What follows belongs to an exercise in optimizing a design on an open flow for small area; a production flow would make more cautious choices.
Function was checked by simulation only, so behaviour that the tests miss may differ from the original.
Power figures rest on the tool's default switching activity, not on a simulated workload.

## flow/flow/run.sh

```bash
#!/bin/bash
# Layout flow: the standard ORFS flow (standard.sh), with
#  - the AOI21 and AOI22 gates that synthesis sized to drive strength 2 set back to
#    drive strength 1 (same function; timing repair may upsize them again),
#  - the port buffers made from the smallest buffer cell (buf_1) instead of
#    the default delay buffer, and
#  - clock tree synthesis with smaller clusters of clkbuf_8 and no dummy loads.
# Each tool's full output is in the ORFS logs under orfs/logs/; the make
# output is in synth.log and standard.log.
set -euo pipefail
export BUFFER_PORTS_ARGS="-buffer_cell sky130_fd_sc_hd__buf_1"
export CTS_ARGS="-sink_clustering_enable -repair_clock_nets -dont_use_dummy_load -sink_clustering_size 14 -sink_clustering_max_diameter 80 -buf_list {sky130_fd_sc_hd__clkbuf_4 sky130_fd_sc_hd__clkbuf_8}"
RES=orfs/results/sky130hd/systolic_array/base
bash standard.sh synth > synth.log 2>&1
sed -i -e "s/sky130_fd_sc_hd__a21oi_2 /sky130_fd_sc_hd__a21oi_1 /" -e "s/sky130_fd_sc_hd__a22oi_2 /sky130_fd_sc_hd__a22oi_1 /" $RES/1_2_yosys.v
rm -f $RES/1_synth.odb $RES/1_synth.sdc
bash standard.sh > standard.log 2>&1
```

## flow/standard.sh

```bash
#!/bin/bash
# synth_recipe.tcl (not shown) runs the flow's synth.tcl, then flattens the netlist and writes it again
# the make line also repeats each setting of config.mk as NAME=value (left out here)
make -C /OpenROAD-flow-scripts/flow DESIGN_CONFIG=/design/flow/config.mk WORK_HOME=/design/flow/orfs CLKGATE_MAP_FILE= SYNTH_SCRIPT=/design/flow/synth_recipe.tcl "${@:-finish}"
```

## flow/config.mk

```make
export PLATFORM = sky130hd
export DESIGN_NAME = systolic_array
export DESIGN_NICKNAME = systolic_array
export VERILOG_FILES = /design/flow/design.v
export SDC_FILE = /design/flow/constraint.sdc
export NUM_CORES = 4
export LEC_CHECK = 0
export CAP_MARGIN = 20
export CORE_MARGIN = 2
export CORE_UTILIZATION = 40
export GPL_TIMING_DRIVEN = 0
export SLEW_MARGIN = 20
export SYNTH_HIERARCHICAL = 1
```

## flow/constraint.sdc

```tcl
create_clock -name core_clock -period 6.5 [get_ports {clk}]
set_input_delay 1.3000 -clock core_clock [delete_from_list [all_inputs] [get_ports {clk}]]
set_output_delay 1.3000 -clock core_clock [all_outputs]
set_load 0.01 [all_outputs]
```

## flow/design.v

```verilog
module pe_first (
    input clk,
    input rst,
    input [7:0] a_in,
    input [7:0] b_in,
    output reg [15:0] accum_out
);
  wire two1;
  wire n2;
  wire m0_0_5;
  wire p0_0_7;
  wire m0_1_9;
  wire p0_1_11;
  wire m0_2_13;
  wire p0_2_15;
  wire m0_3_17;
  wire p0_3_19;
  wire m0_4_21;
  wire p0_4_23;
  wire m0_5_25;
  wire p0_5_27;
  wire m0_6_29;
  wire p0_6_31;
  wire m0_7_33;
  wire p0_7_35;
  wire m0_8_37;
  wire p0_8_39;
  wire one41;
  wire eq43;
  wire two45;
  wire m1_0_47;
  wire p1_0_49;
  wire m1_1_51;
  wire p1_1_53;
  wire m1_2_55;
  wire p1_2_57;
  wire m1_3_59;
  wire p1_3_61;
  wire m1_4_63;
  wire p1_4_65;
  wire m1_5_67;
  wire p1_5_69;
  wire m1_6_71;
  wire p1_6_73;
  wire m1_7_75;
  wire p1_7_77;
  wire m1_8_79;
  wire p1_8_81;
  wire one83;
  wire eq85;
  wire two87;
  wire m2_0_89;
  wire p2_0_91;
  wire m2_1_93;
  wire p2_1_95;
  wire m2_2_97;
  wire p2_2_99;
  wire m2_3_101;
  wire p2_3_103;
  wire m2_4_105;
  wire p2_4_107;
  wire m2_5_109;
  wire p2_5_111;
  wire m2_6_113;
  wire p2_6_115;
  wire m2_7_117;
  wire p2_7_119;
  wire m2_8_121;
  wire p2_8_123;
  wire one125;
  wire eq127;
  wire two129;
  wire m3_0_131;
  wire p3_0_133;
  wire m3_1_135;
  wire p3_1_137;
  wire m3_2_139;
  wire p3_2_141;
  wire m3_3_143;
  wire p3_3_145;
  wire m3_4_147;
  wire p3_4_149;
  wire m3_5_151;
  wire p3_5_153;
  wire m3_6_155;
  wire p3_6_157;
  wire m3_7_159;
  wire p3_7_161;
  wire m3_8_163;
  wire p3_8_165;
  wire s167;
  wire c168;
  wire s170;
  wire c171;
  wire s173;
  wire c174;
  wire s176;
  wire c177;
  wire s179;
  wire c180;
  wire s182;
  wire c183;
  wire s185;
  wire c186;
  wire s188;
  wire c189;
  wire s191;
  wire c192;
  wire s194;
  wire c195;
  wire s197;
  wire c198;
  wire s200;
  wire k201;
  wire s204;
  wire c205;
  wire s207;
  wire c208;
  wire s210;
  wire c211;
  wire s213;
  wire k214;
  wire pn215;
  wire gn216;
  wire s221;
  wire c222;
  wire s224;
  wire c225;
  wire s227;
  wire c228;
  wire s230;
  wire k231;
  wire s234;
  wire c235;
  wire s237;
  wire c238;
  wire s240;
  wire c241;
  wire s244;
  wire k245;
  wire pn246;
  wire gn247;
  wire s252;
  wire c253;
  wire s255;
  wire c256;
  wire s258;
  wire c259;
  wire s262;
  wire k263;
  wire s266;
  wire c267;
  wire s269;
  wire c270;
  wire s272;
  wire k273;
  wire pn274;
  wire gn275;
  wire s280;
  wire c281;
  wire s283;
  wire c284;
  wire s287;
  wire k288;
  wire s291;
  wire c292;
  wire s294;
  wire k295;
  wire pn296;
  wire gn297;
  wire s302;
  wire c303;
  wire s306;
  wire k307;
  wire s310;
  wire k311;
  wire pn312;
  wire gn313;
  wire x318;
  c_inv g3 (.a(b_in[1]), .y(n2));
  c_nor2 g4 (.a(b_in[0]), .b(n2), .y(two1));
  c_nand2 g6 (.a(b_in[0]), .b(a_in[0]), .y(m0_0_5));
  c_xnor2 g8 (.a(m0_0_5), .b(b_in[1]), .y(p0_0_7));
  c_a22oi g10 (.a1(b_in[0]), .a2(a_in[1]), .b1(two1), .b2(a_in[0]), .y(m0_1_9));
  c_xnor2 g12 (.a(m0_1_9), .b(b_in[1]), .y(p0_1_11));
  c_a22oi g14 (.a1(b_in[0]), .a2(a_in[2]), .b1(two1), .b2(a_in[1]), .y(m0_2_13));
  c_xnor2 g16 (.a(m0_2_13), .b(b_in[1]), .y(p0_2_15));
  c_a22oi g18 (.a1(b_in[0]), .a2(a_in[3]), .b1(two1), .b2(a_in[2]), .y(m0_3_17));
  c_xnor2 g20 (.a(m0_3_17), .b(b_in[1]), .y(p0_3_19));
  c_a22oi g22 (.a1(b_in[0]), .a2(a_in[4]), .b1(two1), .b2(a_in[3]), .y(m0_4_21));
  c_xnor2 g24 (.a(m0_4_21), .b(b_in[1]), .y(p0_4_23));
  c_a22oi g26 (.a1(b_in[0]), .a2(a_in[5]), .b1(two1), .b2(a_in[4]), .y(m0_5_25));
  c_xnor2 g28 (.a(m0_5_25), .b(b_in[1]), .y(p0_5_27));
  c_a22oi g30 (.a1(b_in[0]), .a2(a_in[6]), .b1(two1), .b2(a_in[5]), .y(m0_6_29));
  c_xnor2 g32 (.a(m0_6_29), .b(b_in[1]), .y(p0_6_31));
  c_a22oi g34 (.a1(b_in[0]), .a2(a_in[7]), .b1(two1), .b2(a_in[6]), .y(m0_7_33));
  c_xnor2 g36 (.a(m0_7_33), .b(b_in[1]), .y(p0_7_35));
  c_a22oi g38 (.a1(b_in[0]), .a2(a_in[7]), .b1(two1), .b2(a_in[7]), .y(m0_8_37));
  c_xor2 g40 (.a(m0_8_37), .b(b_in[1]), .y(p0_8_39));
  c_xor2 g42 (.a(b_in[2]), .b(b_in[1]), .y(one41));
  c_xnor2 g44 (.a(b_in[3]), .b(b_in[2]), .y(eq43));
  c_nor2 g46 (.a(one41), .b(eq43), .y(two45));
  c_nand2 g48 (.a(one41), .b(a_in[0]), .y(m1_0_47));
  c_xnor2 g50 (.a(m1_0_47), .b(b_in[3]), .y(p1_0_49));
  c_a22oi g52 (.a1(one41), .a2(a_in[1]), .b1(two45), .b2(a_in[0]), .y(m1_1_51));
  c_xnor2 g54 (.a(m1_1_51), .b(b_in[3]), .y(p1_1_53));
  c_a22oi g56 (.a1(one41), .a2(a_in[2]), .b1(two45), .b2(a_in[1]), .y(m1_2_55));
  c_xnor2 g58 (.a(m1_2_55), .b(b_in[3]), .y(p1_2_57));
  c_a22oi g60 (.a1(one41), .a2(a_in[3]), .b1(two45), .b2(a_in[2]), .y(m1_3_59));
  c_xnor2 g62 (.a(m1_3_59), .b(b_in[3]), .y(p1_3_61));
  c_a22oi g64 (.a1(one41), .a2(a_in[4]), .b1(two45), .b2(a_in[3]), .y(m1_4_63));
  c_xnor2 g66 (.a(m1_4_63), .b(b_in[3]), .y(p1_4_65));
  c_a22oi g68 (.a1(one41), .a2(a_in[5]), .b1(two45), .b2(a_in[4]), .y(m1_5_67));
  c_xnor2 g70 (.a(m1_5_67), .b(b_in[3]), .y(p1_5_69));
  c_a22oi g72 (.a1(one41), .a2(a_in[6]), .b1(two45), .b2(a_in[5]), .y(m1_6_71));
  c_xnor2 g74 (.a(m1_6_71), .b(b_in[3]), .y(p1_6_73));
  c_a22oi g76 (.a1(one41), .a2(a_in[7]), .b1(two45), .b2(a_in[6]), .y(m1_7_75));
  c_xnor2 g78 (.a(m1_7_75), .b(b_in[3]), .y(p1_7_77));
  c_a22oi g80 (.a1(one41), .a2(a_in[7]), .b1(two45), .b2(a_in[7]), .y(m1_8_79));
  c_xor2 g82 (.a(m1_8_79), .b(b_in[3]), .y(p1_8_81));
  c_xor2 g84 (.a(b_in[4]), .b(b_in[3]), .y(one83));
  c_xnor2 g86 (.a(b_in[5]), .b(b_in[4]), .y(eq85));
  c_nor2 g88 (.a(one83), .b(eq85), .y(two87));
  c_nand2 g90 (.a(one83), .b(a_in[0]), .y(m2_0_89));
  c_xnor2 g92 (.a(m2_0_89), .b(b_in[5]), .y(p2_0_91));
  c_a22oi g94 (.a1(one83), .a2(a_in[1]), .b1(two87), .b2(a_in[0]), .y(m2_1_93));
  c_xnor2 g96 (.a(m2_1_93), .b(b_in[5]), .y(p2_1_95));
  c_a22oi g98 (.a1(one83), .a2(a_in[2]), .b1(two87), .b2(a_in[1]), .y(m2_2_97));
  c_xnor2 g100 (.a(m2_2_97), .b(b_in[5]), .y(p2_2_99));
  c_a22oi g102 (.a1(one83), .a2(a_in[3]), .b1(two87), .b2(a_in[2]), .y(m2_3_101));
  c_xnor2 g104 (.a(m2_3_101), .b(b_in[5]), .y(p2_3_103));
  c_a22oi g106 (.a1(one83), .a2(a_in[4]), .b1(two87), .b2(a_in[3]), .y(m2_4_105));
  c_xnor2 g108 (.a(m2_4_105), .b(b_in[5]), .y(p2_4_107));
  c_a22oi g110 (.a1(one83), .a2(a_in[5]), .b1(two87), .b2(a_in[4]), .y(m2_5_109));
  c_xnor2 g112 (.a(m2_5_109), .b(b_in[5]), .y(p2_5_111));
  c_a22oi g114 (.a1(one83), .a2(a_in[6]), .b1(two87), .b2(a_in[5]), .y(m2_6_113));
  c_xnor2 g116 (.a(m2_6_113), .b(b_in[5]), .y(p2_6_115));
  c_a22oi g118 (.a1(one83), .a2(a_in[7]), .b1(two87), .b2(a_in[6]), .y(m2_7_117));
  c_xnor2 g120 (.a(m2_7_117), .b(b_in[5]), .y(p2_7_119));
  c_a22oi g122 (.a1(one83), .a2(a_in[7]), .b1(two87), .b2(a_in[7]), .y(m2_8_121));
  c_xor2 g124 (.a(m2_8_121), .b(b_in[5]), .y(p2_8_123));
  c_xor2 g126 (.a(b_in[6]), .b(b_in[5]), .y(one125));
  c_xnor2 g128 (.a(b_in[7]), .b(b_in[6]), .y(eq127));
  c_nor2 g130 (.a(one125), .b(eq127), .y(two129));
  c_nand2 g132 (.a(one125), .b(a_in[0]), .y(m3_0_131));
  c_xnor2 g134 (.a(m3_0_131), .b(b_in[7]), .y(p3_0_133));
  c_a22oi g136 (.a1(one125), .a2(a_in[1]), .b1(two129), .b2(a_in[0]), .y(m3_1_135));
  c_xnor2 g138 (.a(m3_1_135), .b(b_in[7]), .y(p3_1_137));
  c_a22oi g140 (.a1(one125), .a2(a_in[2]), .b1(two129), .b2(a_in[1]), .y(m3_2_139));
  c_xnor2 g142 (.a(m3_2_139), .b(b_in[7]), .y(p3_2_141));
  c_a22oi g144 (.a1(one125), .a2(a_in[3]), .b1(two129), .b2(a_in[2]), .y(m3_3_143));
  c_xnor2 g146 (.a(m3_3_143), .b(b_in[7]), .y(p3_3_145));
  c_a22oi g148 (.a1(one125), .a2(a_in[4]), .b1(two129), .b2(a_in[3]), .y(m3_4_147));
  c_xnor2 g150 (.a(m3_4_147), .b(b_in[7]), .y(p3_4_149));
  c_a22oi g152 (.a1(one125), .a2(a_in[5]), .b1(two129), .b2(a_in[4]), .y(m3_5_151));
  c_xnor2 g154 (.a(m3_5_151), .b(b_in[7]), .y(p3_5_153));
  c_a22oi g156 (.a1(one125), .a2(a_in[6]), .b1(two129), .b2(a_in[5]), .y(m3_6_155));
  c_xnor2 g158 (.a(m3_6_155), .b(b_in[7]), .y(p3_6_157));
  c_a22oi g160 (.a1(one125), .a2(a_in[7]), .b1(two129), .b2(a_in[6]), .y(m3_7_159));
  c_xnor2 g162 (.a(m3_7_159), .b(b_in[7]), .y(p3_7_161));
  c_a22oi g164 (.a1(one125), .a2(a_in[7]), .b1(two129), .b2(a_in[7]), .y(m3_8_163));
  c_xor2 g166 (.a(m3_8_163), .b(b_in[7]), .y(p3_8_165));
  c_ha g169 (.a(b_in[1]), .b(p0_0_7), .s(s167), .c(c168));
  c_ha g172 (.a(c168), .b(p0_1_11), .s(s170), .c(c171));
  c_fa g175 (.a(b_in[3]), .b(p1_0_49), .ci(p0_2_15), .s(s173), .c(c174));
  c_ha g178 (.a(c171), .b(s173), .s(s176), .c(c177));
  c_fa g181 (.a(p0_3_19), .b(p1_1_53), .ci(c174), .s(s179), .c(c180));
  c_ha g184 (.a(c177), .b(s179), .s(s182), .c(c183));
  c_fa g187 (.a(b_in[5]), .b(p2_0_91), .ci(p0_4_23), .s(s185), .c(c186));
  c_fa g190 (.a(p1_2_57), .b(s185), .ci(c180), .s(s188), .c(c189));
  c_ha g193 (.a(c183), .b(s188), .s(s191), .c(c192));
  c_fa g196 (.a(p0_5_27), .b(p1_3_61), .ci(p2_1_95), .s(s194), .c(c195));
  c_fa g199 (.a(c186), .b(s194), .ci(c189), .s(s197), .c(c198));
  c_xor2 g202 (.a(s197), .b(c192), .y(s200));
  c_nand2 g203 (.a(s197), .b(c192), .y(k201));
  c_ha g206 (.a(b_in[7]), .b(p3_0_133), .s(s204), .c(c205));
  c_fa g209 (.a(p0_6_31), .b(s204), .ci(p1_4_65), .s(s207), .c(c208));
  c_fa g212 (.a(p2_2_99), .b(c195), .ci(s207), .s(s210), .c(c211));
  c_xnor2 g217 (.a(s210), .b(c198), .y(pn215));
  c_nand2 g218 (.a(s210), .b(c198), .y(gn216));
  c_xor2 g219 (.a(pn215), .b(k201), .y(s213));
  c_o21ai g220 (.a1(pn215), .a2(k201), .b1(gn216), .y(k214));
  c_fa g223 (.a(c205), .b(p0_7_35), .ci(p1_5_69), .s(s221), .c(c222));
  c_fa g226 (.a(p2_3_103), .b(p3_1_137), .ci(c208), .s(s224), .c(c225));
  c_fa g229 (.a(s221), .b(c211), .ci(s224), .s(s227), .c(c228));
  c_xor2 g232 (.a(s227), .b(k214), .y(s230));
  c_nand2 g233 (.a(s227), .b(k214), .y(k231));
  c_fa g236 (.a(p0_8_39), .b(p1_6_73), .ci(p2_4_107), .s(s234), .c(c235));
  c_fa g239 (.a(p3_2_141), .b(c222), .ci(s234), .s(s237), .c(c238));
  c_xnor2 g242 (.a(c225), .b(s237), .y(s240));
  c_or2 g243 (.a(c225), .b(s237), .y(c241));
  c_xnor2 g248 (.a(s240), .b(c228), .y(pn246));
  c_nand2 g249 (.a(s240), .b(c228), .y(gn247));
  c_xor2 g250 (.a(pn246), .b(k231), .y(s244));
  c_o21ai g251 (.a1(pn246), .a2(k231), .b1(gn247), .y(k245));
  c_fa g254 (.a(p1_7_77), .b(p2_5_111), .ci(p3_3_145), .s(s252), .c(c253));
  c_fa g257 (.a(c235), .b(s252), .ci(c238), .s(s255), .c(c256));
  c_xnor2 g260 (.a(c241), .b(s255), .y(s258));
  c_or2 g261 (.a(c241), .b(s255), .y(c259));
  c_xor2 g264 (.a(s258), .b(k245), .y(s262));
  c_nand2 g265 (.a(s258), .b(k245), .y(k263));
  c_fa g268 (.a(p1_8_81), .b(p2_6_115), .ci(p3_4_149), .s(s266), .c(c267));
  c_fa g271 (.a(c253), .b(s266), .ci(c256), .s(s269), .c(c270));
  c_xnor2 g276 (.a(c259), .b(s269), .y(pn274));
  c_nand2 g277 (.a(c259), .b(s269), .y(gn275));
  c_xor2 g278 (.a(pn274), .b(k263), .y(s272));
  c_o21ai g279 (.a1(pn274), .a2(k263), .b1(gn275), .y(k273));
  c_fa g282 (.a(p2_7_119), .b(p3_5_153), .ci(c267), .s(s280), .c(c281));
  c_xnor2 g285 (.a(s280), .b(c270), .y(s283));
  c_or2 g286 (.a(s280), .b(c270), .y(c284));
  c_xor2 g289 (.a(s283), .b(k273), .y(s287));
  c_nand2 g290 (.a(s283), .b(k273), .y(k288));
  c_fa g293 (.a(p2_8_123), .b(p3_6_157), .ci(c281), .s(s291), .c(c292));
  c_xnor2 g298 (.a(s291), .b(c284), .y(pn296));
  c_nand2 g299 (.a(s291), .b(c284), .y(gn297));
  c_xor2 g300 (.a(pn296), .b(k288), .y(s294));
  c_o21ai g301 (.a1(pn296), .a2(k288), .b1(gn297), .y(k295));
  c_xnor2 g304 (.a(p3_7_161), .b(c292), .y(s302));
  c_or2 g305 (.a(p3_7_161), .b(c292), .y(c303));
  c_xor2 g308 (.a(s302), .b(k295), .y(s306));
  c_nand2 g309 (.a(s302), .b(k295), .y(k307));
  c_xnor2 g314 (.a(p3_8_165), .b(c303), .y(pn312));
  c_nand2 g315 (.a(p3_8_165), .b(c303), .y(gn313));
  c_xor2 g316 (.a(pn312), .b(k307), .y(s310));
  c_o21ai g317 (.a1(pn312), .a2(k307), .b1(gn313), .y(k311));
  c_inv g319 (.a(k311), .y(x318));
  wire [15:0] sum = {x318, s310, s306, s294, s287, s272, s262, s244, s230, s213, s200, s191, s182, s176, s170, s167};
  always @(posedge clk or posedge rst) begin
    if (rst)
      accum_out <= 16'd0;
    else
      accum_out <= sum;
  end
endmodule
module pe_acc (
    input clk,
    input rst,
    input [7:0] a_in,
    input [7:0] b_in,
    input [15:0] accum_in,
    output reg [15:0] accum_out
);
  wire two1;
  wire n2;
  wire m0_0_5;
  wire p0_0_7;
  wire m0_1_9;
  wire p0_1_11;
  wire m0_2_13;
  wire p0_2_15;
  wire m0_3_17;
  wire p0_3_19;
  wire m0_4_21;
  wire p0_4_23;
  wire m0_5_25;
  wire p0_5_27;
  wire m0_6_29;
  wire p0_6_31;
  wire m0_7_33;
  wire p0_7_35;
  wire m0_8_37;
  wire p0_8_39;
  wire one41;
  wire eq43;
  wire two45;
  wire m1_0_47;
  wire p1_0_49;
  wire m1_1_51;
  wire p1_1_53;
  wire m1_2_55;
  wire p1_2_57;
  wire m1_3_59;
  wire p1_3_61;
  wire m1_4_63;
  wire p1_4_65;
  wire m1_5_67;
  wire p1_5_69;
  wire m1_6_71;
  wire p1_6_73;
  wire m1_7_75;
  wire p1_7_77;
  wire m1_8_79;
  wire p1_8_81;
  wire one83;
  wire eq85;
  wire two87;
  wire m2_0_89;
  wire p2_0_91;
  wire m2_1_93;
  wire p2_1_95;
  wire m2_2_97;
  wire p2_2_99;
  wire m2_3_101;
  wire p2_3_103;
  wire m2_4_105;
  wire p2_4_107;
  wire m2_5_109;
  wire p2_5_111;
  wire m2_6_113;
  wire p2_6_115;
  wire m2_7_117;
  wire p2_7_119;
  wire m2_8_121;
  wire p2_8_123;
  wire one125;
  wire eq127;
  wire two129;
  wire m3_0_131;
  wire p3_0_133;
  wire m3_1_135;
  wire p3_1_137;
  wire m3_2_139;
  wire p3_2_141;
  wire m3_3_143;
  wire p3_3_145;
  wire m3_4_147;
  wire p3_4_149;
  wire m3_5_151;
  wire p3_5_153;
  wire m3_6_155;
  wire p3_6_157;
  wire m3_7_159;
  wire p3_7_161;
  wire m3_8_163;
  wire p3_8_165;
  wire s167;
  wire c168;
  wire s170;
  wire c171;
  wire s173;
  wire c174;
  wire s176;
  wire c177;
  wire s179;
  wire c180;
  wire s182;
  wire c183;
  wire s185;
  wire c186;
  wire s188;
  wire c189;
  wire s191;
  wire c192;
  wire s194;
  wire c195;
  wire s197;
  wire c198;
  wire s200;
  wire c201;
  wire s203;
  wire c204;
  wire s206;
  wire c207;
  wire s209;
  wire c210;
  wire s212;
  wire k213;
  wire p214;
  wire g215;
  wire s219;
  wire c220;
  wire s222;
  wire c223;
  wire s225;
  wire c226;
  wire s228;
  wire k229;
  wire pn230;
  wire gn231;
  wire s236;
  wire c237;
  wire s239;
  wire c240;
  wire s242;
  wire c243;
  wire s245;
  wire c246;
  wire s249;
  wire k250;
  wire s253;
  wire c254;
  wire s256;
  wire c257;
  wire s259;
  wire c260;
  wire s262;
  wire s264;
  wire k265;
  wire pn266;
  wire gn267;
  wire s272;
  wire c273;
  wire s275;
  wire c276;
  wire s278;
  wire c279;
  wire s281;
  wire k282;
  wire p283;
  wire g284;
  wire s288;
  wire c289;
  wire s291;
  wire c292;
  wire s294;
  wire s296;
  wire k297;
  wire pn298;
  wire gn299;
  wire s304;
  wire c305;
  wire s307;
  wire c308;
  wire s310;
  wire k311;
  wire p312;
  wire g313;
  wire s317;
  wire c318;
  wire s320;
  wire c321;
  wire s324;
  wire k325;
  wire nx327;
  wire s330;
  wire c331;
  wire s333;
  wire k334;
  wire p335;
  wire g336;
  wire x340;
  wire x342;
  c_inv g3 (.a(b_in[1]), .y(n2));
  c_nor2 g4 (.a(b_in[0]), .b(n2), .y(two1));
  c_nand2 g6 (.a(b_in[0]), .b(a_in[0]), .y(m0_0_5));
  c_xnor2 g8 (.a(m0_0_5), .b(b_in[1]), .y(p0_0_7));
  c_a22oi g10 (.a1(b_in[0]), .a2(a_in[1]), .b1(two1), .b2(a_in[0]), .y(m0_1_9));
  c_xnor2 g12 (.a(m0_1_9), .b(b_in[1]), .y(p0_1_11));
  c_a22oi g14 (.a1(b_in[0]), .a2(a_in[2]), .b1(two1), .b2(a_in[1]), .y(m0_2_13));
  c_xnor2 g16 (.a(m0_2_13), .b(b_in[1]), .y(p0_2_15));
  c_a22oi g18 (.a1(b_in[0]), .a2(a_in[3]), .b1(two1), .b2(a_in[2]), .y(m0_3_17));
  c_xnor2 g20 (.a(m0_3_17), .b(b_in[1]), .y(p0_3_19));
  c_a22oi g22 (.a1(b_in[0]), .a2(a_in[4]), .b1(two1), .b2(a_in[3]), .y(m0_4_21));
  c_xnor2 g24 (.a(m0_4_21), .b(b_in[1]), .y(p0_4_23));
  c_a22oi g26 (.a1(b_in[0]), .a2(a_in[5]), .b1(two1), .b2(a_in[4]), .y(m0_5_25));
  c_xnor2 g28 (.a(m0_5_25), .b(b_in[1]), .y(p0_5_27));
  c_a22oi g30 (.a1(b_in[0]), .a2(a_in[6]), .b1(two1), .b2(a_in[5]), .y(m0_6_29));
  c_xnor2 g32 (.a(m0_6_29), .b(b_in[1]), .y(p0_6_31));
  c_a22oi g34 (.a1(b_in[0]), .a2(a_in[7]), .b1(two1), .b2(a_in[6]), .y(m0_7_33));
  c_xnor2 g36 (.a(m0_7_33), .b(b_in[1]), .y(p0_7_35));
  c_a22oi g38 (.a1(b_in[0]), .a2(a_in[7]), .b1(two1), .b2(a_in[7]), .y(m0_8_37));
  c_xor2 g40 (.a(m0_8_37), .b(b_in[1]), .y(p0_8_39));
  c_xor2 g42 (.a(b_in[2]), .b(b_in[1]), .y(one41));
  c_xnor2 g44 (.a(b_in[3]), .b(b_in[2]), .y(eq43));
  c_nor2 g46 (.a(one41), .b(eq43), .y(two45));
  c_nand2 g48 (.a(one41), .b(a_in[0]), .y(m1_0_47));
  c_xnor2 g50 (.a(m1_0_47), .b(b_in[3]), .y(p1_0_49));
  c_a22oi g52 (.a1(one41), .a2(a_in[1]), .b1(two45), .b2(a_in[0]), .y(m1_1_51));
  c_xnor2 g54 (.a(m1_1_51), .b(b_in[3]), .y(p1_1_53));
  c_a22oi g56 (.a1(one41), .a2(a_in[2]), .b1(two45), .b2(a_in[1]), .y(m1_2_55));
  c_xnor2 g58 (.a(m1_2_55), .b(b_in[3]), .y(p1_2_57));
  c_a22oi g60 (.a1(one41), .a2(a_in[3]), .b1(two45), .b2(a_in[2]), .y(m1_3_59));
  c_xnor2 g62 (.a(m1_3_59), .b(b_in[3]), .y(p1_3_61));
  c_a22oi g64 (.a1(one41), .a2(a_in[4]), .b1(two45), .b2(a_in[3]), .y(m1_4_63));
  c_xnor2 g66 (.a(m1_4_63), .b(b_in[3]), .y(p1_4_65));
  c_a22oi g68 (.a1(one41), .a2(a_in[5]), .b1(two45), .b2(a_in[4]), .y(m1_5_67));
  c_xnor2 g70 (.a(m1_5_67), .b(b_in[3]), .y(p1_5_69));
  c_a22oi g72 (.a1(one41), .a2(a_in[6]), .b1(two45), .b2(a_in[5]), .y(m1_6_71));
  c_xnor2 g74 (.a(m1_6_71), .b(b_in[3]), .y(p1_6_73));
  c_a22oi g76 (.a1(one41), .a2(a_in[7]), .b1(two45), .b2(a_in[6]), .y(m1_7_75));
  c_xnor2 g78 (.a(m1_7_75), .b(b_in[3]), .y(p1_7_77));
  c_a22oi g80 (.a1(one41), .a2(a_in[7]), .b1(two45), .b2(a_in[7]), .y(m1_8_79));
  c_xor2 g82 (.a(m1_8_79), .b(b_in[3]), .y(p1_8_81));
  c_xor2 g84 (.a(b_in[4]), .b(b_in[3]), .y(one83));
  c_xnor2 g86 (.a(b_in[5]), .b(b_in[4]), .y(eq85));
  c_nor2 g88 (.a(one83), .b(eq85), .y(two87));
  c_nand2 g90 (.a(one83), .b(a_in[0]), .y(m2_0_89));
  c_xnor2 g92 (.a(m2_0_89), .b(b_in[5]), .y(p2_0_91));
  c_a22oi g94 (.a1(one83), .a2(a_in[1]), .b1(two87), .b2(a_in[0]), .y(m2_1_93));
  c_xnor2 g96 (.a(m2_1_93), .b(b_in[5]), .y(p2_1_95));
  c_a22oi g98 (.a1(one83), .a2(a_in[2]), .b1(two87), .b2(a_in[1]), .y(m2_2_97));
  c_xnor2 g100 (.a(m2_2_97), .b(b_in[5]), .y(p2_2_99));
  c_a22oi g102 (.a1(one83), .a2(a_in[3]), .b1(two87), .b2(a_in[2]), .y(m2_3_101));
  c_xnor2 g104 (.a(m2_3_101), .b(b_in[5]), .y(p2_3_103));
  c_a22oi g106 (.a1(one83), .a2(a_in[4]), .b1(two87), .b2(a_in[3]), .y(m2_4_105));
  c_xnor2 g108 (.a(m2_4_105), .b(b_in[5]), .y(p2_4_107));
  c_a22oi g110 (.a1(one83), .a2(a_in[5]), .b1(two87), .b2(a_in[4]), .y(m2_5_109));
  c_xnor2 g112 (.a(m2_5_109), .b(b_in[5]), .y(p2_5_111));
  c_a22oi g114 (.a1(one83), .a2(a_in[6]), .b1(two87), .b2(a_in[5]), .y(m2_6_113));
  c_xnor2 g116 (.a(m2_6_113), .b(b_in[5]), .y(p2_6_115));
  c_a22oi g118 (.a1(one83), .a2(a_in[7]), .b1(two87), .b2(a_in[6]), .y(m2_7_117));
  c_xnor2 g120 (.a(m2_7_117), .b(b_in[5]), .y(p2_7_119));
  c_a22oi g122 (.a1(one83), .a2(a_in[7]), .b1(two87), .b2(a_in[7]), .y(m2_8_121));
  c_xor2 g124 (.a(m2_8_121), .b(b_in[5]), .y(p2_8_123));
  c_xor2 g126 (.a(b_in[6]), .b(b_in[5]), .y(one125));
  c_xnor2 g128 (.a(b_in[7]), .b(b_in[6]), .y(eq127));
  c_nor2 g130 (.a(one125), .b(eq127), .y(two129));
  c_nand2 g132 (.a(one125), .b(a_in[0]), .y(m3_0_131));
  c_xnor2 g134 (.a(m3_0_131), .b(b_in[7]), .y(p3_0_133));
  c_a22oi g136 (.a1(one125), .a2(a_in[1]), .b1(two129), .b2(a_in[0]), .y(m3_1_135));
  c_xnor2 g138 (.a(m3_1_135), .b(b_in[7]), .y(p3_1_137));
  c_a22oi g140 (.a1(one125), .a2(a_in[2]), .b1(two129), .b2(a_in[1]), .y(m3_2_139));
  c_xnor2 g142 (.a(m3_2_139), .b(b_in[7]), .y(p3_2_141));
  c_a22oi g144 (.a1(one125), .a2(a_in[3]), .b1(two129), .b2(a_in[2]), .y(m3_3_143));
  c_xnor2 g146 (.a(m3_3_143), .b(b_in[7]), .y(p3_3_145));
  c_a22oi g148 (.a1(one125), .a2(a_in[4]), .b1(two129), .b2(a_in[3]), .y(m3_4_147));
  c_xnor2 g150 (.a(m3_4_147), .b(b_in[7]), .y(p3_4_149));
  c_a22oi g152 (.a1(one125), .a2(a_in[5]), .b1(two129), .b2(a_in[4]), .y(m3_5_151));
  c_xnor2 g154 (.a(m3_5_151), .b(b_in[7]), .y(p3_5_153));
  c_a22oi g156 (.a1(one125), .a2(a_in[6]), .b1(two129), .b2(a_in[5]), .y(m3_6_155));
  c_xnor2 g158 (.a(m3_6_155), .b(b_in[7]), .y(p3_6_157));
  c_a22oi g160 (.a1(one125), .a2(a_in[7]), .b1(two129), .b2(a_in[6]), .y(m3_7_159));
  c_xnor2 g162 (.a(m3_7_159), .b(b_in[7]), .y(p3_7_161));
  c_a22oi g164 (.a1(one125), .a2(a_in[7]), .b1(two129), .b2(a_in[7]), .y(m3_8_163));
  c_xor2 g166 (.a(m3_8_163), .b(b_in[7]), .y(p3_8_165));
  c_fa g169 (.a(accum_in[0]), .b(b_in[1]), .ci(p0_0_7), .s(s167), .c(c168));
  c_fa g172 (.a(accum_in[1]), .b(c168), .ci(p0_1_11), .s(s170), .c(c171));
  c_fa g175 (.a(accum_in[2]), .b(b_in[3]), .ci(p1_0_49), .s(s173), .c(c174));
  c_fa g178 (.a(p0_2_15), .b(s173), .ci(c171), .s(s176), .c(c177));
  c_fa g181 (.a(accum_in[3]), .b(p0_3_19), .ci(c174), .s(s179), .c(c180));
  c_fa g184 (.a(p1_1_53), .b(s179), .ci(c177), .s(s182), .c(c183));
  c_fa g187 (.a(accum_in[4]), .b(b_in[5]), .ci(p2_0_91), .s(s185), .c(c186));
  c_fa g190 (.a(p0_4_23), .b(s185), .ci(p1_2_57), .s(s188), .c(c189));
  c_fa g193 (.a(c180), .b(s188), .ci(c183), .s(s191), .c(c192));
  c_fa g196 (.a(accum_in[5]), .b(p0_5_27), .ci(c186), .s(s194), .c(c195));
  c_fa g199 (.a(p1_3_61), .b(p2_1_95), .ci(s194), .s(s197), .c(c198));
  c_fa g202 (.a(c189), .b(s197), .ci(c192), .s(s200), .c(c201));
  c_fa g205 (.a(accum_in[6]), .b(b_in[7]), .ci(p3_0_133), .s(s203), .c(c204));
  c_fa g208 (.a(p0_6_31), .b(s203), .ci(p1_4_65), .s(s206), .c(c207));
  c_fa g211 (.a(p2_2_99), .b(c195), .ci(s206), .s(s209), .c(c210));
  c_ha g216 (.a(c198), .b(s209), .s(p214), .c(g215));
  c_xor2 g217 (.a(p214), .b(c201), .y(s212));
  c_a21oi g218 (.a1(p214), .a2(c201), .b1(g215), .y(k213));
  c_fa g221 (.a(accum_in[7]), .b(p0_7_35), .ci(c204), .s(s219), .c(c220));
  c_fa g224 (.a(p1_5_69), .b(p2_3_103), .ci(p3_1_137), .s(s222), .c(c223));
  c_fa g227 (.a(s219), .b(c207), .ci(s222), .s(s225), .c(c226));
  c_xnor2 g232 (.a(c210), .b(s225), .y(pn230));
  c_nand2 g233 (.a(c210), .b(s225), .y(gn231));
  c_xor2 g234 (.a(pn230), .b(k213), .y(s228));
  c_o21ai g235 (.a1(pn230), .a2(k213), .b1(gn231), .y(k229));
  c_fa g238 (.a(accum_in[8]), .b(p0_8_39), .ci(p1_6_73), .s(s236), .c(c237));
  c_fa g241 (.a(p2_4_107), .b(p3_2_141), .ci(c220), .s(s239), .c(c240));
  c_fa g244 (.a(c223), .b(s236), .ci(s239), .s(s242), .c(c243));
  c_xnor2 g247 (.a(c226), .b(s242), .y(s245));
  c_or2 g248 (.a(c226), .b(s242), .y(c246));
  c_xor2 g251 (.a(s245), .b(k229), .y(s249));
  c_nand2 g252 (.a(s245), .b(k229), .y(k250));
  c_fa g255 (.a(accum_in[9]), .b(p1_7_77), .ci(p2_5_111), .s(s253), .c(c254));
  c_fa g258 (.a(p3_3_145), .b(c237), .ci(s253), .s(s256), .c(c257));
  c_fa g261 (.a(c240), .b(s256), .ci(c243), .s(s259), .c(c260));
  c_inv g263 (.a(s259), .y(s262));
  c_xnor2 g268 (.a(c246), .b(s262), .y(pn266));
  c_nand2 g269 (.a(c246), .b(s262), .y(gn267));
  c_xor2 g270 (.a(pn266), .b(k250), .y(s264));
  c_o21ai g271 (.a1(pn266), .a2(k250), .b1(gn267), .y(k265));
  c_fa g274 (.a(accum_in[10]), .b(p1_8_81), .ci(p2_6_115), .s(s272), .c(c273));
  c_fa g277 (.a(p3_4_149), .b(c254), .ci(s272), .s(s275), .c(c276));
  c_fa g280 (.a(c257), .b(s275), .ci(c260), .s(s278), .c(c279));
  c_ha g285 (.a(s259), .b(s278), .s(p283), .c(g284));
  c_xor2 g286 (.a(p283), .b(k265), .y(s281));
  c_a21oi g287 (.a1(p283), .a2(k265), .b1(g284), .y(k282));
  c_fa g290 (.a(accum_in[11]), .b(p2_7_119), .ci(p3_5_153), .s(s288), .c(c289));
  c_fa g293 (.a(c273), .b(s288), .ci(c276), .s(s291), .c(c292));
  c_inv g295 (.a(s291), .y(s294));
  c_xnor2 g300 (.a(s294), .b(c279), .y(pn298));
  c_nand2 g301 (.a(s294), .b(c279), .y(gn299));
  c_xor2 g302 (.a(pn298), .b(k282), .y(s296));
  c_o21ai g303 (.a1(pn298), .a2(k282), .b1(gn299), .y(k297));
  c_fa g306 (.a(accum_in[12]), .b(p2_8_123), .ci(p3_6_157), .s(s304), .c(c305));
  c_fa g309 (.a(c289), .b(s304), .ci(c292), .s(s307), .c(c308));
  c_ha g314 (.a(s291), .b(s307), .s(p312), .c(g313));
  c_xor2 g315 (.a(p312), .b(k297), .y(s310));
  c_a21oi g316 (.a1(p312), .a2(k297), .b1(g313), .y(k311));
  c_fa g319 (.a(accum_in[13]), .b(p3_7_161), .ci(c305), .s(s317), .c(c318));
  c_xnor2 g322 (.a(s317), .b(c308), .y(s320));
  c_or2 g323 (.a(s317), .b(c308), .y(c321));
  c_xnor2 g326 (.a(s320), .b(k311), .y(s324));
  c_inv g328 (.a(s320), .y(nx327));
  c_nor2 g329 (.a(nx327), .b(k311), .y(k325));
  c_fa g332 (.a(accum_in[14]), .b(p3_8_165), .ci(c318), .s(s330), .c(c331));
  c_ha g337 (.a(s330), .b(c321), .s(p335), .c(g336));
  c_xor2 g338 (.a(p335), .b(k325), .y(s333));
  c_a21oi g339 (.a1(p335), .a2(k325), .b1(g336), .y(k334));
  c_xor2 g341 (.a(accum_in[15]), .b(c331), .y(x340));
  c_xor2 g343 (.a(x340), .b(k334), .y(x342));
  wire [15:0] sum = {x342, s333, s324, s310, s296, s281, s264, s249, s228, s212, s200, s191, s182, s176, s170, s167};
  always @(posedge clk or posedge rst) begin
    if (rst)
      accum_out <= 16'd0;
    else
      accum_out <= sum;
  end
endmodule
module c_inv (input a, output y);
  assign y = ~a;
endmodule
module c_and2 (input a, input b, output y);
  assign y = a & b;
endmodule
module c_nand2 (input a, input b, output y);
  assign y = ~(a & b);
endmodule
module c_nor2 (input a, input b, output y);
  assign y = ~(a | b);
endmodule
module c_or2 (input a, input b, output y);
  assign y = a | b;
endmodule
module c_xor2 (input a, input b, output y);
  assign y = a ^ b;
endmodule
module c_xnor2 (input a, input b, output y);
  assign y = ~(a ^ b);
endmodule
module c_a21oi (input a1, input a2, input b1, output y);
  assign y = ~((a1 & a2) | b1);
endmodule
module c_o21ai (input a1, input a2, input b1, output y);
  assign y = ~((a1 | a2) & b1);
endmodule
module c_a22oi (input a1, input a2, input b1, input b2, output y);
  assign y = ~((a1 & a2) | (b1 & b2));
endmodule
module c_ha (input a, input b, output s, output c);
  assign s = a ^ b;
  assign c = a & b;
endmodule
module c_fa (input a, input b, input ci, output s, output c);
  assign s = a ^ b ^ ci;
  assign c = (a & b) | (a & ci) | (b & ci);
endmodule
module systolic_array #(parameter DATA_WIDTH = 8, SIZE = 4) (
    input clk,
    input rst,
    input [DATA_WIDTH*SIZE*SIZE-1:0] a_in,
    input [DATA_WIDTH*SIZE*SIZE-1:0] b_in,
    output [2*DATA_WIDTH*SIZE*SIZE-1:0] result
);
wire [2*DATA_WIDTH-1:0] accum [0:SIZE-1][0:SIZE-1];
generate
    genvar i, j;
    for (i = 0; i < SIZE; i = i + 1) begin : row
        for (j = 0; j < SIZE; j = j + 1) begin : col
            if (i == 0) begin : first
                pe_first pe (
                    .clk(clk), .rst(rst),
                    .a_in(a_in[(i * SIZE + j) * DATA_WIDTH +: DATA_WIDTH]),
                    .b_in(b_in[(i * SIZE + j) * DATA_WIDTH +: DATA_WIDTH]),
                    .accum_out(accum[i][j])
                );
            end else begin : rest
                pe_acc pe (
                    .clk(clk), .rst(rst),
                    .a_in(a_in[(i * SIZE + j) * DATA_WIDTH +: DATA_WIDTH]),
                    .b_in(b_in[(i * SIZE + j) * DATA_WIDTH +: DATA_WIDTH]),
                    .accum_in(accum[i-1][j]),
                    .accum_out(accum[i][j])
                );
            end
            assign result[(i * SIZE + j) * 2 * DATA_WIDTH +: 2 * DATA_WIDTH] = accum[i][j];
        end
    end
endgenerate
endmodule
```

==> impl_results.md <==
* Fin nets at 4,042
* Critical Path RT at 7.05 ns
* Buf/Inv on CP at 1
* Most frequent cells in the layout: xnor2_1 (668), a22oi_1 (512), buf_1 (505)
* Pins Over Slew Limit at 0
* Post-route ant nets at 0
* Worst vdd ir at 0.294 mV
* Die ar. at 79,100 µm²
* Wire length after detailed routing at 80,600 µm
* Crit-path cells: buf_1 -> xor2_1 -> nand2_1 -> xnor2_1 -> fa_1 -> fa_1 -> fa_1 -> fa_1 -> fa_1 -> a21oi_1 -> o21ai_1 -> nand2_1 -> o21ai_1 -> a21oi_1 -> o21ai_1 -> a21oi_1 -> nor2_1 -> a21oi_1 -> xor2_1
* Family with the most delay on the worst path: adder cells
* CTS tree: yes
* Crit path max fanout at 12
* Post-Place Setup Slack at -0.455 ns
* Final WS setup at 0.215 ns
* Number of port buffers at 513
* Leakage at 12.6 nW
* RSZ-0062 raised after global routing: no
* Crit path kind: input port to register
* Hold WC Path Type: register to register
* Worst reg2reg path startpoint: row[0].col[3].first.pe.accum_out[0]
* Total number of vias at 21,900
* Vias in the first global route at 21,600
* Total gr overflow at 0
* DIE WIDTH at 281 µm
* Drt pass-1 iters at 6
* CTS sink count at 256
* Fmax at 159 MHz
* Slowest cell on crit path: xor2_1
* Htree depth at 1
* Layout cell share with drive strength beyond 1 at 1.30%
* Slowest stage delay, CP at 0.72 ns
* Ports at 514
* Clock transition at path regs at 0.09 ns
* Ys Warns at 9
* Worst hold endpoint: row[3].col[2].rest.pe.accum_out[0]
* Initial antenna violation count at 11
* Worst-case clock buffer depth at 3
* R2R Path End: row[1].col[3].rest.pe.accum_out[15]
* Period utilisation layout at 96.7%
* Initial core utilization at 40.5%
* CP Capture Type: register
* Core footprint at 75,900 µm²
* Max_cap viols at 0
* Arr. time, crit path at 6.84 ns
* Synth Cell Area at 30,700 µm²
* Hold Path Cell Cnt at 1
* Final min period at 6.28 ns
* Residual DRC at 0
* R2r worst-path depth at 16
* Status: complete, no violations
* Hold_buf cts at 0
* Final Skew at 0.0428 ns
* Num rows at 101
* Setup violators final at 0
* Avg Inst Size Synth at 11.4 µm²
* Pin count of the biggest net entering global routing at 17
* Most common cell after layout, fill and taps aside: xnor2_1
* Pwr Density at 678 nW/µm²
* Final Hold Viols at 0
* Vias per cell at 5.12
* Iteration-0 DRC Markers at 1,316
* Detailed placement HPWL at 67,100 µm
* First-pass GRT wire length at 124,000 µm
* Wire length per cell at 18.8 µm
* Post-Syn Nets at 3,498
* Startpoint types: input port
* Fillcell total at 7,398
* Total track usage at 19.9%
* Reg2reg setup slack at 1.80 ns
* Hold path start: row[2].col[2].rest.pe.accum_out[0]
* Clk Latency, worst-skew pair at 0.62 ns
* CTS root buffer: clkbuf_8
* Power Total at 0.0234 W
* CTS Buf Count at 28
* Area growth, synth to finish at 12.3%
* Cells after Synth at 2,696
* Cell mode on critical path: fa_1
* Worst-Margin Slew at 0.940 ns
* Die Height at 281 µm
* Postcts setup bufs at 0
* Max-slew headroom at 37.4%
* Placer Congestion at 0.889
## worst register-to-register path: stages, from the launching register on
cell     delay, ns
dfrtp_1       0.42
fa_1          0.47
fa_1          0.44
fa_1          0.40
fa_1          0.40
fa_1          0.40
fa_1          0.42
a21oi_1       0.23
o21ai_1       0.14
nand2_1       0.11
o21ai_1       0.10
a21oi_1       0.23
o21ai_1       0.14
a21oi_1       0.21
nor2_1        0.11
a21oi_1       0.16
xor2_1        0.20
## cell type report
class,instances,area [µm²],area share [%]
multi-input combinational,2368,24100,69.9
sequential,256,6410,18.6
timing repair buffer,514,2000,5.79
tap,1030,1290,3.73
clock buffer,28,385,1.12
inverter,72,270,0.783
antenna,11,27.5,0.0797
## timing repair
item	CTS	global route
gates resized for setup	0	19
endpoints found under the hold margin	0	0
endpoints found under the setup margin	0	11
## flip-flops by register name (all words and copies together) (netlist names)
register	cells
row.col.rest.pe.accum_out	192
row.col.first.pe.accum_out	64
## stage by stage
| stage | cells | area [µm²] | util [%] | setup TNS (ns) | hold slack, ns |
|---|---|---|---|---|---|
| global placement | 4239 | 33900 | 44.7 | -7.36 | 0.555 |
| global route | 4278 | 34500 | 45.4 | 0 | 0.595 |
| finish | 4279 | 34500 | 45.5 | 0 | 0.580 |
| detailed placement | 4240 | 34000 | 44.7 | -8.76 | 0.565 |
| CTS | 4268 | 34400 | 45.2 | 0 | 0.584 |
| floorplan | 2696 | 30700 | - | 0 | 0.604 |
## layer usage
layer  wire length, µm  GRT usage, %  up-vias
met5                 0             0        -
li1                  -             -    10300
met2             37500          31.4      654
met1             36300          28.5    10800
met3              4200          2.39      106
met4              2520          6.50        0
## how the worst max path moves through the flow
stage                   start                             endpoint  slack [ns]  cells past startpoint
floorplan            b_in[37]  row[1].col[0].rest.pe.accum_out[15]        0.82                     16
global placement     b_in[85]  row[2].col[2].rest.pe.accum_out[15]       -0.45                     17
detailed placement   b_in[61]  row[1].col[3].rest.pe.accum_out[15]       -0.46                     17
CTS                  b_in[61]  row[1].col[3].rest.pe.accum_out[15]        0.27                     17
global route        b_in[113]  row[3].col[2].rest.pe.accum_out[15]       0.002                     19
finish              b_in[113]  row[3].col[2].rest.pe.accum_out[15]        0.22                     19
## where the power goes
part           switching (W)  internal [W]  leakage (nW)
Sequential          0.000853       0.00304          2.98
Combinational         0.0102       0.00839          9.41
Clock               0.000556      0.000378         0.201

-- static timing again, ports no longer ideal --
In the flow no input, the clock included, has a driving cell. The finished layout below was timed again as built, in two steps. Step 1 sets driving cells, clkbuf_16 on the clock port and buf_2 on the other inputs (assumed; they add their load-dependent delay and slew). Step 2, shift: input delay + t, output delay - t, t = (earliest + latest rising clock arrival at the registers) / 2. This alone moves slack from input paths to output paths. Three values: ideal ports, drivers, drivers and shift; two values: the first two.
t, ns: 0.673
slack for setup (ns): 0.215 / 0.241 / -0.432
slew at the worst register clock pin (ns): 0.10 / 0.10
Met with ideal ports but missed after step 2: setup timing in this run. For this run, drivers alone change the setup slack by +0.026 ns; drivers and shift together by -0.647 ns.
